This design comes from an exercise in tuning for small area on the open sky130 flow, not from production work.
Only simulation tests tie the RTL to the original design; equivalence was not proved.

==> inputs of build 33 <==
==> flow/design.v <==
module clk_div_4 (
  input  wire       clk,
  input  wire       rst,
  output wire       clk_div_4,   
  output wire       word_clk,
  output wire [1:0] role,        
  output wire [7:0] m,           
  output wire [7:0] m1,          
  output wire       cap,         
  output wire       word_rise,   
  output wire       clr,         
  output wire       ext,         
  output wire       pshift,      
  output wire       wzero        
);
  reg [1:0] div_cnt;
  reg [9:0] cnt;
  wire [9:0] cnt1 = cnt + 10'd1;
  reg       init;                
  reg       init2;               
  always @(posedge clk, posedge rst) begin
    if (rst) begin
      div_cnt <= 2'b00;
      cnt     <= 10'd128;
      init    <= 1'b1;
      init2   <= 1'b1;
    end else begin
      div_cnt <= div_cnt + 2'b01;
      if (div_cnt == 2'b01)
        cnt <= cnt1;
      if (div_cnt == 2'b11) begin
        init  <= 1'b0;
        init2 <= init;
      end
    end
  end
  assign clk_div_4 = div_cnt[1];
  assign word_clk  = ~cnt[7];
  assign role      = div_cnt - cnt[9:8];
  assign m         = cnt[7:0];
  assign m1        = cnt1[7:0];
  assign cap       = (div_cnt == 2'b01);
  assign word_rise = cap && (cnt[7:0] == 8'hFF);
  wire   start  = (role == 2'd3) && (cnt[7:0] == 8'd0);
  wire   zinit  = init2 & ~init;
  assign clr    = init | start;
  assign ext    = start | (zinit && div_cnt == 2'b00);
  assign pshift = word_rise | (zinit && div_cnt == 2'b01);
  assign wzero  = init && !div_cnt[1];
endmodule
module word_clk (
  input  wire        clk,
  input  wire        rst,
  input  wire        cap,
  input  wire [1:0]  role,
  input  wire [7:0]  m,           
  input  wire [7:0]  m1,          
  input  wire        wzero,
  output wire [15:0] nw           
);
  reg  [14:0] t;
  wire [14:0] tdec;
  wire [14:0] sa = t;
  wire [14:0] sb = {7'h7F, m1};
  wire [15:0] sc;
  assign sc[0] = 1'b1;
  genvar i;
  generate
    for (i = 0; i < 15; i = i + 1) begin : step
      assign tdec[i]  = sa[i] ^ sb[i] ^ sc[i];
      assign sc[i+1]  = (sa[i] & sb[i]) | (sa[i] & sc[i]) | (sb[i] & sc[i]);
    end
  endgenerate
  always @(posedge clk, posedge rst) begin
    if (rst)
      t <= 15'd8001;              
    else if (cap)
      t <= (m == 8'hFF) ? 15'd32385 : tdec;
  end
  wire [7:0] hb = m + 8'h81;
  wire [1:0] r  = wzero ? 2'd0 : role;
  reg  [15:0] base, op;
  reg         ci;
  always @(*) begin
    case (r)
      2'd1:    begin base = 16'd0;          op = {1'b0, t};  ci = 1'b0; end
      2'd2:    begin base = {~hb, 8'h80};   op = ~{t, 1'b0}; ci = 1'b1; end
      2'd3:    begin base = {hb, 8'h80};    op = {1'b0, t};  ci = 1'b0; end
      default: begin base = 16'd0;          op = 16'd0;      ci = 1'b0; end
    endcase
  end
  wire [15:0] wa = ~base;
  wire [15:0] wb = ~op;
  wire [16:0] wc;
  assign wc[0] = ~ci;
  generate
    for (i = 0; i < 16; i = i + 1) begin : sum
      assign nw[i]    = wa[i] ^ wb[i] ^ wc[i];
      assign wc[i+1]  = (wa[i] & wb[i]) | (wa[i] & wc[i]) | (wb[i] & wc[i]);
    end
  endgenerate
endmodule
module data_adc (
  input  wire       clk,
  input  wire       cap,
  input  wire [5:0] din,
  output reg  [5:0] nmdat
);
  always @(posedge clk) begin
    if (cap)
      nmdat <= ~din;
  end
endmodule
module filter_sinc3 (
  input  wire        clk,
  input  wire        rst,
  input  wire        nx,          
  input  wire [15:0] nw,          
  input  wire        clr,
  input  wire        ext,
  input  wire        pshift,
  input  wire        word_rise,
  output reg  [15:0] DATA
);
  reg  [23:0] r0, r1, r2, r3;    
  reg  [15:0] pn, po;            
  wire [23:0] a = clr ? 24'd0 : r3;
  wire [23:0] b = {8'd0, ~({16{nx}} | nw)};
  wire [23:0] s;
  wire [24:0] c;
  assign c[0] = 1'b0;
  genvar i;
  generate
    for (i = 0; i < 24; i = i + 1) begin : add
      assign s[i]   = a[i] ^ b[i] ^ c[i];
      assign c[i+1] = (a[i] & b[i]) | (a[i] & c[i]) | (b[i] & c[i]);
    end
  endgenerate
  wire        co = c[24];
  always @(posedge clk) begin
    r0 <= {s[23:8] | {16{co}}, s[7:0]};
    r1 <= r0;
    r2 <= r1;
    r3 <= r2;
    if (ext)
      pn <= r3[23:8];
    if (pshift)
      po <= pn;
  end
  always @(posedge clk, posedge rst) begin
    if (rst)
      DATA <= 16'd0;
    else if (word_rise)
      DATA <= po;
  end
endmodule
module top #(
  parameter WIDTH = 16
  ) (
    input    clk,
    input    rst,
    input    data_in_i1,         
    input    data_in_u1,
    input    data_in_i2,
    input    data_in_u2,
    input    data_in_i3,
    input    data_in_u3,
    output   mclkin,             
    output   word_clk,           
    output   [WIDTH - 1 :0]  data_i1,
    output   [WIDTH - 1 :0]  data_u1,
    output   [WIDTH - 1 :0]  data_i2,
    output   [WIDTH - 1 :0]  data_u2,
    output   [WIDTH - 1 :0]  data_i3,
    output   [WIDTH - 1 :0]  data_u3
);
  wire [1:0]  role;
  wire [7:0]  m, m1;
  wire        cap, word_rise, clr, ext, pshift, wzero;
  wire [15:0] nw;
  wire [5:0]  nmdat;
  clk_div_4 ctrl (
    .clk(clk), .rst(rst),
    .clk_div_4(mclkin), .word_clk(word_clk),
    .role(role), .m(m), .m1(m1),
    .cap(cap), .word_rise(word_rise),
    .clr(clr), .ext(ext), .pshift(pshift), .wzero(wzero)
  );
  word_clk kernel (
    .clk(clk), .rst(rst), .cap(cap),
    .role(role), .m(m), .m1(m1), .wzero(wzero), .nw(nw)
  );
  data_adc SIGMA_DELTA_DATA (
    .clk(clk), .cap(cap),
    .din({data_in_u3, data_in_i3, data_in_u2, data_in_i2, data_in_u1, data_in_i1}),
    .nmdat(nmdat)
  );
  wire [15:0] dout [0:5];
  genvar g;
  generate
    for (g = 0; g < 6; g = g + 1) begin : ch
      filter_sinc3 f (
        .clk(clk), .rst(rst),
        .nx(nmdat[g]), .nw(nw),
        .clr(clr), .ext(ext), .pshift(pshift), .word_rise(word_rise),
        .DATA(dout[g])
      );
    end
  endgenerate
  assign data_i1 = dout[0];
  assign data_u1 = dout[1];
  assign data_i2 = dout[2];
  assign data_u2 = dout[3];
  assign data_i3 = dout[4];
  assign data_u3 = dout[5];
endmodule
==> flow/flow/run.sh <==
#!/bin/bash
# Standard layout with three changes: port buffers use the smallest buffer,
# the clock tree uses clkbuf_8 with clusters of up to 20 sinks, and CTS adds
# no dummy loads.  Each tool's output goes to the ORFS logs under orfs/logs/;
# this script's own output goes to flow.log.
set -euo pipefail
export BUFFER_PORTS_ARGS="-buffer_cell sky130_fd_sc_hd__buf_1"
export CTS_ARGS="-sink_clustering_enable -repair_clock_nets -dont_use_dummy_load -buf_list sky130_fd_sc_hd__clkbuf_8 -sink_clustering_size 20 -sink_clustering_max_diameter 50"
bash standard.sh > flow.log 2>&1
==> flow/standard.sh <==
#!/bin/bash
# synth_recipe.tcl (not shown) runs the flow's synth.tcl, then flattens the netlist and writes it again
# the make line also repeats each setting of config.mk as NAME=value (left out here)
make -C /OpenROAD-flow-scripts/flow DESIGN_CONFIG=/design/flow/config.mk WORK_HOME=/design/flow/orfs CLKGATE_MAP_FILE= SYNTH_SCRIPT=/design/flow/synth_recipe.tcl "${@:-finish}"
==> flow/config.mk <==
export PLATFORM = sky130hd
export DESIGN_NAME = top
export DESIGN_NICKNAME = top
export VERILOG_FILES = /design/flow/design.v
export SDC_FILE = /design/flow/constraint.sdc
export NUM_CORES = 4
export LEC_CHECK = 0
export CAP_MARGIN = 20
export CORE_MARGIN = 2
export CORE_UTILIZATION = 60
export GPL_TIMING_DRIVEN = 0
export PLACE_DENSITY = 0.75
export SLEW_MARGIN = 20
==> flow/constraint.sdc <==
create_clock -name core_clock -period 10.0 [get_ports {clk}]
set_input_delay 2.0000 -clock core_clock [delete_from_list [all_inputs] [get_ports {clk}]]
set_output_delay 2.0000 -clock core_clock [all_outputs]
set_load 0.01 [all_outputs]
==> trial 26: changes against build 33 <==
==> flow/design.v (replaced) <==
module clk_div_4 (
  input  wire       clk,
  input  wire       rst,
  output wire       clk_div_4,   
  output wire       word_clk,
  output wire [1:0] phase,       
  output wire [1:0] role,        
  output wire [7:0] p0,          
  output wire       cap,         
  output wire       word_rise,   
  output wire       clr,         
  output wire       ext,         
  output wire       pshift,      
  output wire       wzero        
);
  reg [1:0] div_cnt;
  reg [9:0] cnt;
  reg       init;                
  reg       init2;               
  always @(posedge clk, posedge rst) begin
    if (rst) begin
      div_cnt <= 2'b00;
      cnt     <= 10'd128;
      init    <= 1'b1;
      init2   <= 1'b1;
    end else begin
      div_cnt <= div_cnt + 2'b01;
      if (div_cnt == 2'b01)
        cnt <= cnt + 10'd1;
      if (div_cnt == 2'b11) begin
        init  <= 1'b0;
        init2 <= init;
      end
    end
  end
  assign clk_div_4 = div_cnt[1];
  assign word_clk  = ~cnt[7];
  assign phase     = div_cnt;
  assign role      = div_cnt - cnt[9:8];
  assign p0        = ~cnt[7:0];
  assign cap       = (div_cnt == 2'b01);
  assign word_rise = cap && (cnt[7:0] == 8'hFF);
  wire start = (role == 2'd3) && (cnt[7:0] == 8'd0);
  assign clr    = init | start;
  wire   zinit  = init2 & ~init;
  assign ext    = start | (zinit && div_cnt == 2'b00);
  assign pshift = word_rise | (zinit && div_cnt == 2'b01);
  assign wzero  = init && !div_cnt[1];
endmodule
module word_clk (
  input  wire [1:0]  role,
  input  wire [7:0]  p0,
  input  wire        wzero,
  output wire [15:0] w
);
  wire [16:0] sq = p0 * p0;
  wire [16:0] w1 = (sq - p0) >> 1;
  wire [16:0] w2 = 17'd32640 + {p0, 8'd0} + p0 - sq;
  wire [16:0] w3 = 17'd65536 - w1 - w2;
  reg [16:0] wr;
  always @(*) begin
    case (role)
      2'd1:    wr = w1;
      2'd2:    wr = w2;
      2'd3:    wr = w3;
      default: wr = 17'd0;
    endcase
  end
  assign w = wzero ? 16'd0 : wr[15:0];
endmodule
module data_adc (
  input  wire       clk,
  input  wire       cap,
  input  wire [5:0] din,
  output reg  [5:0] mdat
);
  always @(posedge clk) begin
    if (cap)
      mdat <= din;
  end
endmodule
module filter_sinc3 (
  input  wire        clk,
  input  wire        rst,
  input  wire        x,           
  input  wire [15:0] w,           
  input  wire        clr,
  input  wire        ext,
  input  wire        pshift,
  input  wire        word_rise,
  output reg  [15:0] DATA
);
  reg  [24:0] r0, r1, r2, r3;    
  reg  [15:0] pn, po;            
  wire [24:0] a = clr ? 25'd0 : r3;
  always @(posedge clk) begin
    r0 <= a + (x ? w : 16'd0);
    r1 <= r0;
    r2 <= r1;
    r3 <= r2;
    if (ext)
      pn <= r3[23:8] | {16{r3[24]}};
    if (pshift)
      po <= pn;
  end
  always @(posedge clk, posedge rst) begin
    if (rst)
      DATA <= 16'd0;
    else if (word_rise)
      DATA <= po;
  end
endmodule
module top #(
  parameter WIDTH = 16
  ) (
    input    clk,
    input    rst,
    input    data_in_i1,         
    input    data_in_u1,
    input    data_in_i2,
    input    data_in_u2,
    input    data_in_i3,
    input    data_in_u3,
    output   mclkin,             
    output   word_clk,           
    output   [WIDTH - 1 :0]  data_i1,
    output   [WIDTH - 1 :0]  data_u1,
    output   [WIDTH - 1 :0]  data_i2,
    output   [WIDTH - 1 :0]  data_u2,
    output   [WIDTH - 1 :0]  data_i3,
    output   [WIDTH - 1 :0]  data_u3
);
  wire [1:0]  phase, role;
  wire [7:0]  p0;
  wire        cap, word_rise, clr, ext, pshift, wzero;
  wire [15:0] w;
  wire [5:0]  mdat;
  clk_div_4 ctrl (
    .clk(clk), .rst(rst),
    .clk_div_4(mclkin), .word_clk(word_clk),
    .phase(phase), .role(role), .p0(p0),
    .cap(cap), .word_rise(word_rise),
    .clr(clr), .ext(ext), .pshift(pshift), .wzero(wzero)
  );
  word_clk kernel (
    .role(role), .p0(p0), .wzero(wzero), .w(w)
  );
  data_adc SIGMA_DELTA_DATA (
    .clk(clk), .cap(cap),
    .din({data_in_u3, data_in_i3, data_in_u2, data_in_i2, data_in_u1, data_in_i1}),
    .mdat(mdat)
  );
  wire [15:0] dout [0:5];
  genvar g;
  generate
    for (g = 0; g < 6; g = g + 1) begin : ch
      filter_sinc3 f (
        .clk(clk), .rst(rst),
        .x(mdat[g]), .w(w),
        .clr(clr), .ext(ext), .pshift(pshift), .word_rise(word_rise),
        .DATA(dout[g])
      );
    end
  endgenerate
  assign data_i1 = dout[0];
  assign data_u1 = dout[1];
  assign data_i2 = dout[2];
  assign data_u2 = dout[3];
  assign data_i3 = dout[4];
  assign data_u3 = dout[5];
endmodule
==> flow/run.sh (new file) <==
#!/bin/bash
# synth_recipe.tcl (not shown) runs the flow's synth.tcl, then flattens the netlist and writes it again
# the make line also repeats each setting of config.mk as NAME=value (left out here)
make -C /OpenROAD-flow-scripts/flow DESIGN_CONFIG=/design/flow/config.mk WORK_HOME=/design/flow/orfs CLKGATE_MAP_FILE= SYNTH_SCRIPT=/design/flow/synth_recipe.tcl finish
CORE_UTILIZATION = 40   (was 60)
GPL_TIMING_DRIVEN = unset   (was 0)
PLACE_DENSITY = 0.6   (was 0.75)
removed: flow/flow/run.sh
removed: flow/standard.sh
==> build 21: changes against build 33 <==
--- a/flow/design.v
+++ b/flow/design.v
@@ -11,5 +11,5 @@
   output wire       clr,         
   output wire       ext,         
-  output wire       pshift,      
+  output wire       lo_wr,       
   output wire       wzero        
 );
@@ -19,4 +19,5 @@
   reg       init;                
   reg       init2;               
+  reg       init3;               
   always @(posedge clk, posedge rst) begin
     if (rst) begin
@@ -25,4 +26,5 @@
       init    <= 1'b1;
       init2   <= 1'b1;
+      init3   <= 1'b1;
     end else begin
       div_cnt <= div_cnt + 2'b01;
@@ -32,4 +34,5 @@
         init  <= 1'b0;
         init2 <= init;
+        init3 <= init2;
       end
     end
@@ -43,8 +46,8 @@
   assign word_rise = cap && (cnt[7:0] == 8'hFF);
   wire   start  = (role == 2'd3) && (cnt[7:0] == 8'd0);
-  wire   zinit  = init2 & ~init;
+  wire   zinit  = init3 & ~init;
   assign clr    = init | start;
   assign ext    = start | (zinit && div_cnt == 2'b00);
-  assign pshift = word_rise | (zinit && div_cnt == 2'b01);
+  assign lo_wr  = start;
   assign wzero  = init && !div_cnt[1];
 endmodule
@@ -117,12 +120,13 @@
   input  wire        nx,          
   input  wire [15:0] nw,          
-  input  wire        clr,
-  input  wire        ext,
-  input  wire        pshift,
+  input  wire        clr,         
+  input  wire        ext,         
+  input  wire        lo_wr,       
   input  wire        word_rise,
   output reg  [15:0] DATA
 );
   reg  [23:0] r0, r1, r2, r3;    
-  reg  [15:0] pn, po;            
+  reg  [7:0]  pn;                
+  reg  [15:0] po;                
   wire [23:0] a = clr ? 24'd0 : r3;
   wire [23:0] b = {8'd0, ~({16{nx}} | nw)};
@@ -142,9 +146,9 @@
     r1 <= r0;
     r2 <= r1;
-    r3 <= r2;
-    if (ext)
-      pn <= r3[23:8];
-    if (pshift)
-      po <= pn;
+    r3 <= {r2[23:8], lo_wr ? r3[15:8] : r2[7:0]};
+    if (ext) begin
+      pn <= r3[23:16];
+      po <= {pn, r3[7:0]};
+    end
   end
   always @(posedge clk, posedge rst) begin
@@ -177,5 +181,5 @@
   wire [1:0]  role;
   wire [7:0]  m, m1;
-  wire        cap, word_rise, clr, ext, pshift, wzero;
+  wire        cap, word_rise, clr, ext, lo_wr, wzero;
   wire [15:0] nw;
   wire [5:0]  nmdat;
@@ -185,5 +189,5 @@
     .role(role), .m(m), .m1(m1),
     .cap(cap), .word_rise(word_rise),
-    .clr(clr), .ext(ext), .pshift(pshift), .wzero(wzero)
+    .clr(clr), .ext(ext), .lo_wr(lo_wr), .wzero(wzero)
   );
   word_clk kernel (
@@ -203,5 +207,5 @@
         .clk(clk), .rst(rst),
         .nx(nmdat[g]), .nw(nw),
-        .clr(clr), .ext(ext), .pshift(pshift), .word_rise(word_rise),
+        .clr(clr), .ext(ext), .lo_wr(lo_wr), .word_rise(word_rise),
         .DATA(dout[g])
       );
--- a/flow/flow/run.sh
+++ b/flow/flow/run.sh
@@ -6,4 +6,4 @@
 set -euo pipefail
 export BUFFER_PORTS_ARGS="-buffer_cell sky130_fd_sc_hd__buf_1"
-export CTS_ARGS="-sink_clustering_enable -repair_clock_nets -dont_use_dummy_load -buf_list sky130_fd_sc_hd__clkbuf_8 -sink_clustering_size 20 -sink_clustering_max_diameter 50"
+export CTS_ARGS="-sink_clustering_enable -repair_clock_nets -dont_use_dummy_load -buf_list sky130_fd_sc_hd__clkbuf_16 -sink_clustering_size 36 -sink_clustering_max_diameter 45"
 bash standard.sh > flow.log 2>&1
GPL_TIMING_DRIVEN = unset   (was 0)
==> summary.txt <==
Place
  – Placement-stage cell area: 28200 um^2

Status
  – Status: complete, no violations

Logic synthesis
  – Largest family of logic cells by synthesized area: adder cells

Global route
  – Met1 GRT Util: 27.2%
The numbers above come from build 21.

==> summary.txt <==
Setup path
  – Critical Path RT: 10.53 ns

Place
  – Placement-stage cell area: 35800 um^2

Global route
  – Met1 GRT Util: 21.2%

Logic synthesis
  – Largest family of logic cells by synthesized area: simple AND/OR/NAND/NOR gates

Status
  – Status: complete, no violations
The numbers above come from trial 26.

==> summary.txt <==
Global route
  – Met1 GRT Util: 28.3%

Clock network
  – Root buf cell: clkbuf_8

Logic synthesis
  – Largest family of logic cells by synthesized area: adder cells

Final layout
  – Clkbuf count: 56

Die
  – Die Ht: 220 um

Status
  – Status: complete, no violations

Place
  – Placement-stage cell area: 29300 um^2

Setup path
  – Worst path depth: 37
The numbers above come from build 33.

## static timing again, ports no longer ideal
Ports are ideal in the flow. The routed layouts listed here were re-timed in OpenROAD.
Step 1: set_driving_cell puts a clkbuf_16 on clk and a buf_2 on each other input, an assumption about the parent block.
Step 2, shift: input delay + t, output delay - t, t = (earliest + latest rising clock arrival at the registers) / 2. This alone moves slack from input paths to output paths.
Three values: ideal ports, drivers, drivers and shift; two values: the first two.
| run | t, ns | setup WS [ns] | cell pins on the clock port's net |
|---|---|---|---|
| build 33 | 0.686 | 0.268 / 0.268 / 0.268 | 1 |
| trial 26 | 0.691 | 0.622 / 0.622 / 0.622 | 1 |
| build 21 | 0.623 | 0.400 / 0.400 / 0.400 | 1 |
After both steps setup and hold are still met in every run listed.
